Background: an optimization exercise with open tools, aiming at small area and a short achievable clock period. Do not read the settings as production practice.
In this exercise RTL edits were held to simulation tests only and were not proved equivalent to the original.
Power figures rest on the tool's default switching activity, not on a simulated workload. No driver is modelled on the clock port, so clocking that relies on it looks cheaper here than on a real chip.

job 7666:
## shaping_v5
module shaping_v5(
inp,shapedout,conf,clk,count,rst
    ,r1,r2);
export LEC_CHECK = 0
export CAP_MARGIN = 20
export CORE_MARGIN = 2
export CORE_UTILIZATION = 55
export CTS_BUF_LIST = sky130_fd_sc_hd__clkbuf_16
export CTS_CLUSTER_DIAMETER = 110
export CTS_CLUSTER_SIZE = 34
export SLEW_MARGIN = 20
create_clock -name core_clock -period 11.0 [get_ports {clk}]
standard.sh (not shown) runs the stock make flow with config.mk's settings and CLKGATE_MAP_FILE= SYNTH_SCRIPT=/design/flow/synth_recipe.tcl, a recipe that flattens the netlist after the stock synthesis.
==> flow/flow/run.sh <==
#!/bin/bash
# Standard synthesis, then the standard layout with a larger setup margin for
# timing repair and no dummy loads in clock tree synthesis (the clock period
# and constraints are unchanged).
set -euo pipefail
bash standard.sh synth > synth.log 2>&1
bash standard.sh SETUP_SLACK_MARGIN=7.6 \
  "CTS_ARGS=-sink_clustering_enable -repair_clock_nets -sink_clustering_size 34 -sink_clustering_max_diameter 110 -buf_list sky130_fd_sc_hd__clkbuf_16 -dont_use_dummy_load" \
  finish > layout.log 2>&1
For job 7290, these inputs were changed with respect to job 7666:
Settings: CTS_CLUSTER_SIZE: 34 -> 30.
--- a/flow/flow/run.sh
+++ b/flow/flow/run.sh
@@ -8 +8 @@
-  "CTS_ARGS=-sink_clustering_enable -repair_clock_nets -sink_clustering_size 34 -sink_clustering_max_diameter 110 -buf_list sky130_fd_sc_hd__clkbuf_16 -dont_use_dummy_load" \
+  "CTS_ARGS=-sink_clustering_enable -repair_clock_nets -sink_clustering_size 30 -sink_clustering_max_diameter 110 -buf_list sky130_fd_sc_hd__clkbuf_16 -dont_use_dummy_load" \
Results
Job 7290 vs job 7666, instance count: job 7290 higher
From job 7666 to job 7290, number of different library cells in the post-synthesis netlist did not move at all.
Job 7290 — clock-buffer cell count about 11% higher, job 7666 as reference
Job 7290 gives less sequential share of power than job 7666 did.
Going from job 7666 to job 7290, the peak fanout along the critical path was found to have gone up by 2.
Summary of job 7290 over job 7666: data required time at the worst endpoint went down by 0.15 ns, area after synthesis saw little to no change.
Diff job 7290..job 7666 | switching power share of the total | negligible
The via count reported for job 7290 is higher than the one for job 7666.
Changes in job 7372 relative to job 7290:
Settings: changing CTS_CLUSTER_SIZE from 30 to 40; changing CTS_CLUSTER_DIAMETER from 110 to 50.
--- a/flow/flow/run.sh
+++ b/flow/flow/run.sh
@@ -8 +8 @@
-  "CTS_ARGS=-sink_clustering_enable -repair_clock_nets -sink_clustering_size 30 -sink_clustering_max_diameter 110 -buf_list sky130_fd_sc_hd__clkbuf_16 -dont_use_dummy_load" \
+  "CTS_ARGS=-sink_clustering_enable -repair_clock_nets -sink_clustering_size 40 -sink_clustering_max_diameter 50 -buf_list sky130_fd_sc_hd__clkbuf_16 -dont_use_dummy_load" \
==> run summary <==
Going from job 7290 to job 7372, the number of stages on the worst setup path was found to have gone up by 2.
Job 7372 against job 7290: area of all placed cells without fillers went up 2.1%; total power went up about 8%; detailed-route wire length went up about 1.2%.
Job 7372 against job 7290: number of buffers created by CTS went up 64%, worst-case setup margin in the final layout went down 0.015 ns.
--- input diff job 7372..job 7938 ---
Settings: a change of CTS_CLUSTER_DIAMETER from 50 to 80; a change of CTS_CLUSTER_SIZE from 40 to 30.
--- a/flow/flow/run.sh
+++ b/flow/flow/run.sh
@@ -8 +8 @@
-  "CTS_ARGS=-sink_clustering_enable -repair_clock_nets -sink_clustering_size 40 -sink_clustering_max_diameter 50 -buf_list sky130_fd_sc_hd__clkbuf_16 -dont_use_dummy_load" \
+  "CTS_ARGS=-sink_clustering_enable -repair_clock_nets -sink_clustering_size 30 -sink_clustering_max_diameter 80 -buf_list sky130_fd_sc_hd__clkbuf_16 -dont_use_dummy_load" \
==> run summary <==
| worst relative slew slack | job 7938 vs job 7372 | worse |
Taking job 7372 over job 7938, the detailed route wirelength on metal3 ratio works out to 1.15.
Number of buffers other than clock buffers in the final layout in job 7938 is about 4.5% above job 7372.

---

The RTL this note starts from:
==> flow/design.v <==
`timescale 1ns / 1ps
module shaping_v5(
inp,shapedout,conf,clk,count,rst
    ,r1,r2);
    input [13:0] inp;
    input [11:0] conf;
    input clk;
    input rst;
    output [13:0] shapedout;
    output [11:0] count;
    output r1;
    output r2;
    parameter k = 100;
    parameter l = 200;
    localparam N = k+l+k+2;           
    wire [4:0] tau = conf[4:0];
    wire [4:0] m3  = conf[9:5];
    wire [1:0] sel = conf[11:10];
    reg [11:0] cnt;
    reg rst1;
    reg rst2;      
    reg rst2d;     
    reg [14*N-1:0] dline;
    reg signed [15:0] temp3;
    reg signed [22:0] temp4;
    reg signed [22:0] tmpS;
    reg signed [15:0] tmpT;
    reg signed [44:0] temp6;
    reg [13:0] temp7;
    always @(posedge clk) begin
        if (rst)
            cnt <= 12'h001;
        else if (|cnt)
            cnt <= cnt + 1'b1;
        else
            cnt <= 12'h000;
    end
    always @(posedge clk) begin
        rst1  <= rst | (rst1 & (cnt < k+l+k+1));
        rst2  <= rst | rst1;
        rst2d <= rst2;
    end
    always @(posedge clk)
        dline <= {dline[14*(N-1)-1:0], inp};
    wire signed [15:0] d0   = {{2{dline[13]}}, dline[13:0]};
    wire signed [15:0] dk   = {{2{dline[14*(k+1)+13]}}, dline[14*(k+1)+:14]};
    wire signed [15:0] dkl  = {{2{dline[14*(k+l+1)+13]}}, dline[14*(k+l+1)+:14]};
    wire signed [15:0] dklk = {{2{dline[14*(k+l+k+1)+13]}}, dline[14*(k+l+k+1)+:14]};
    wire signed [22:0] step4 = temp4 + {{7{temp3[15]}}, temp3};
    wire signed [23:0] w4 = {step4, 1'b0};
    wire signed [23:0] w4s = w4 >>> tau;
    wire signed [22:0] temp5 = tmpS + {{7{tmpT[15]}}, tmpT};
    always @(posedge clk) begin
        if (rst2 | rst2d)
            temp3 <= 16'sd0;
        else
            temp3 <= (d0 - dk) - (dkl - dklk);
    end
    always @(posedge clk) begin
        if (rst2) begin
            temp4 <= 23'sd0;
            tmpS  <= 23'sd0;
            tmpT  <= 16'sd0;
            temp6 <= 45'sd0;
        end else begin
            temp4 <= step4;
            if (tau == 5'd0)
                tmpS <= step4;
            else if (tau == 5'd31)
                tmpS <= 23'sd0;
            else
                tmpS <= w4s[22:0];
            tmpT  <= (tau == 5'd0) ? 16'sd0 : temp3;
            temp6 <= temp6 + {{22{tmpS[22]}}, tmpS} + {{29{tmpT[15]}}, tmpT};
        end
    end
    wire signed [13:0] inps = inp;
    reg signed [44:0] vsrc;
    always @(*)
        case (sel)
        2'd0: vsrc = inps;
        2'd1: vsrc = temp3;
        2'd2: vsrc = temp5;
        default: vsrc = temp6;
        endcase
    wire signed [44:0] vsh = vsrc >>> m3;
    always @(posedge clk) begin
        if (rst2)
            temp7 <= 14'd0;
        else
            temp7 <= vsh[13:0];
    end
    assign shapedout = temp7;
    assign count = cnt;
    assign r1 = rst1;
    assign r2 = rst2;
endmodule
export LEC_CHECK = 0
export CAP_MARGIN = 20
export CORE_MARGIN = 2
export CORE_UTILIZATION = 55
export CTS_BUF_LIST = sky130_fd_sc_hd__clkbuf_16
export CTS_CLUSTER_DIAMETER = 60
export CTS_CLUSTER_SIZE = 30
export SLEW_MARGIN = 20
create_clock -name core_clock -period 11.0 [get_ports {clk}]
==> flow/flow/run.sh <==
#!/bin/bash
# Standard synthesis, then the standard layout with a larger setup margin for
# timing repair (the clock period and constraints are unchanged).
set -euo pipefail
bash standard.sh synth > synth.log 2>&1
bash standard.sh SETUP_SLACK_MARGIN=8.2 finish > layout.log 2>&1
==> next run, changes <==
--- a/flow/flow/run.sh
+++ b/flow/flow/run.sh
@@ -5,2 +5,2 @@
 bash standard.sh synth > synth.log 2>&1
-bash standard.sh SETUP_SLACK_MARGIN=8.2 finish > layout.log 2>&1
+bash standard.sh SETUP_SLACK_MARGIN=7.6 finish > layout.log 2>&1
Settings changed: CTS_BUF_LIST sky130_fd_sc_hd__clkbuf_16 to sky130_fd_sc_hd__clkbuf_8, CTS_CLUSTER_DIAMETER 60 to 45, CTS_CLUSTER_SIZE 30 to 18.
Result: Die area does not change; sequential power stays flat; count of clock-buffer cells in the layout goes up by 274; power goes up by 5.1%; global-route usage goes up by 0.23 points; via count goes up by 2.4%; wire length goes up by 1.2%; fmax goes down by 1.9%; sequential share of layout area goes down by 0.76 points; clock skew goes up by 0.041 ns.
==> next run, changes <==
Settings changed: CTS_BUF_LIST sky130_fd_sc_hd__clkbuf_8 to sky130_fd_sc_hd__clkbuf_16, CTS_CLUSTER_DIAMETER 45 to 60, CTS_CLUSTER_SIZE 18 to 30.
Effect:
- The changed run completed with no timing, DRC or antenna violations
- clock skew is lower by 0.010 ns
- final area is lower by about 1.8%
- routed wire length is lower by 1.1%
- area after synthesis stays the same
==> next run, changes <==
==> flow/run.sh (new file) <==
#!/bin/bash
# synth_recipe.tcl (not shown) runs the flow's synth.tcl, then flattens the netlist and writes it again
# the make line also repeats each setting of config.mk as NAME=value (left out here)
make -C /OpenROAD-flow-scripts/flow DESIGN_CONFIG=/design/flow/config.mk WORK_HOME=/design/flow/orfs CLKGATE_MAP_FILE= SYNTH_SCRIPT=/design/flow/synth_recipe.tcl finish
Settings changed: CTS_BUF_LIST sky130_fd_sc_hd__clkbuf_16 to sky130_fd_sc_hd__clkbuf_8, CTS_CLUSTER_DIAMETER 60 to 45, CTS_CLUSTER_SIZE 30 to 18, SETUP_SLACK_MARGIN set to 5.
removed: flow/flow/run.sh
removed: flow/standard.sh
Clock skew rises by 0.032 ns.
Area after synthesis stays the same.
Hold slack gets worse by 0.026 ns.
Via count rises slightly.
Power rises by a few percent.
Non-clock buffer count falls by 195.
Final area falls slightly.
Die area is unchanged.
Routed wire length falls by a few percent.
Cell count rises by a few percent.
First-iteration DRC count rises slightly.

port drivers added, routing unchanged:
The flow's constraints put no driver on any port. The routed layouts listed below were extracted and timed again, unchanged, in two steps.
Step 1 (the two cells are an assumption about what drives the block):
set clk [get_ports {clk}]
set_driving_cell -lib_cell sky130_fd_sc_hd__clkbuf_16 $clk
set_driving_cell -lib_cell sky130_fd_sc_hd__buf_2 [delete_from_list [all_inputs] $clk]
Step 2 adds t to the input delays and takes it off the output delays; t is the mean of the earliest and latest rising clock arrival at the registers after step 1. Input paths then give back, and output paths get back, about the clock's delay inside the block.
a / b / c = ideal / step 1 / step 2; a / b = the first two.
| run | t, ns | setup slack, ns | cell pins on the clock port's net |
|---|---|---|---|
| job 7666 | 0.917 | 7.220 / 7.265 / 6.347 | 1 |
| job 7290 | 0.907 | 7.314 / 7.318 / 6.445 | 1 |
| job 7372 | 0.975 | 7.298 / 7.256 / 6.398 | 1 |
| job 7938 | 0.897 | 7.272 / 7.313 / 6.416 | 1 |
| the first run of note 2 | 0.938 | 7.275 / 7.243 / 6.379 | 1 |
| the second run of note 2 | 1.080 | 7.203 / 7.139 / 6.262 | 1 |
| the third run of note 2 | 0.921 | 7.218 / 7.218 / 6.446 | 1 |
| the fourth run of note 2 | 1.100 | 5.966 / 6.024 / 4.924 | 1 |
After both steps setup and hold are still met in every run listed. For the fourth run of note 2, which loses most, drivers alone change the setup slack by +0.058 ns; drivers and shift together by -1.042 ns.
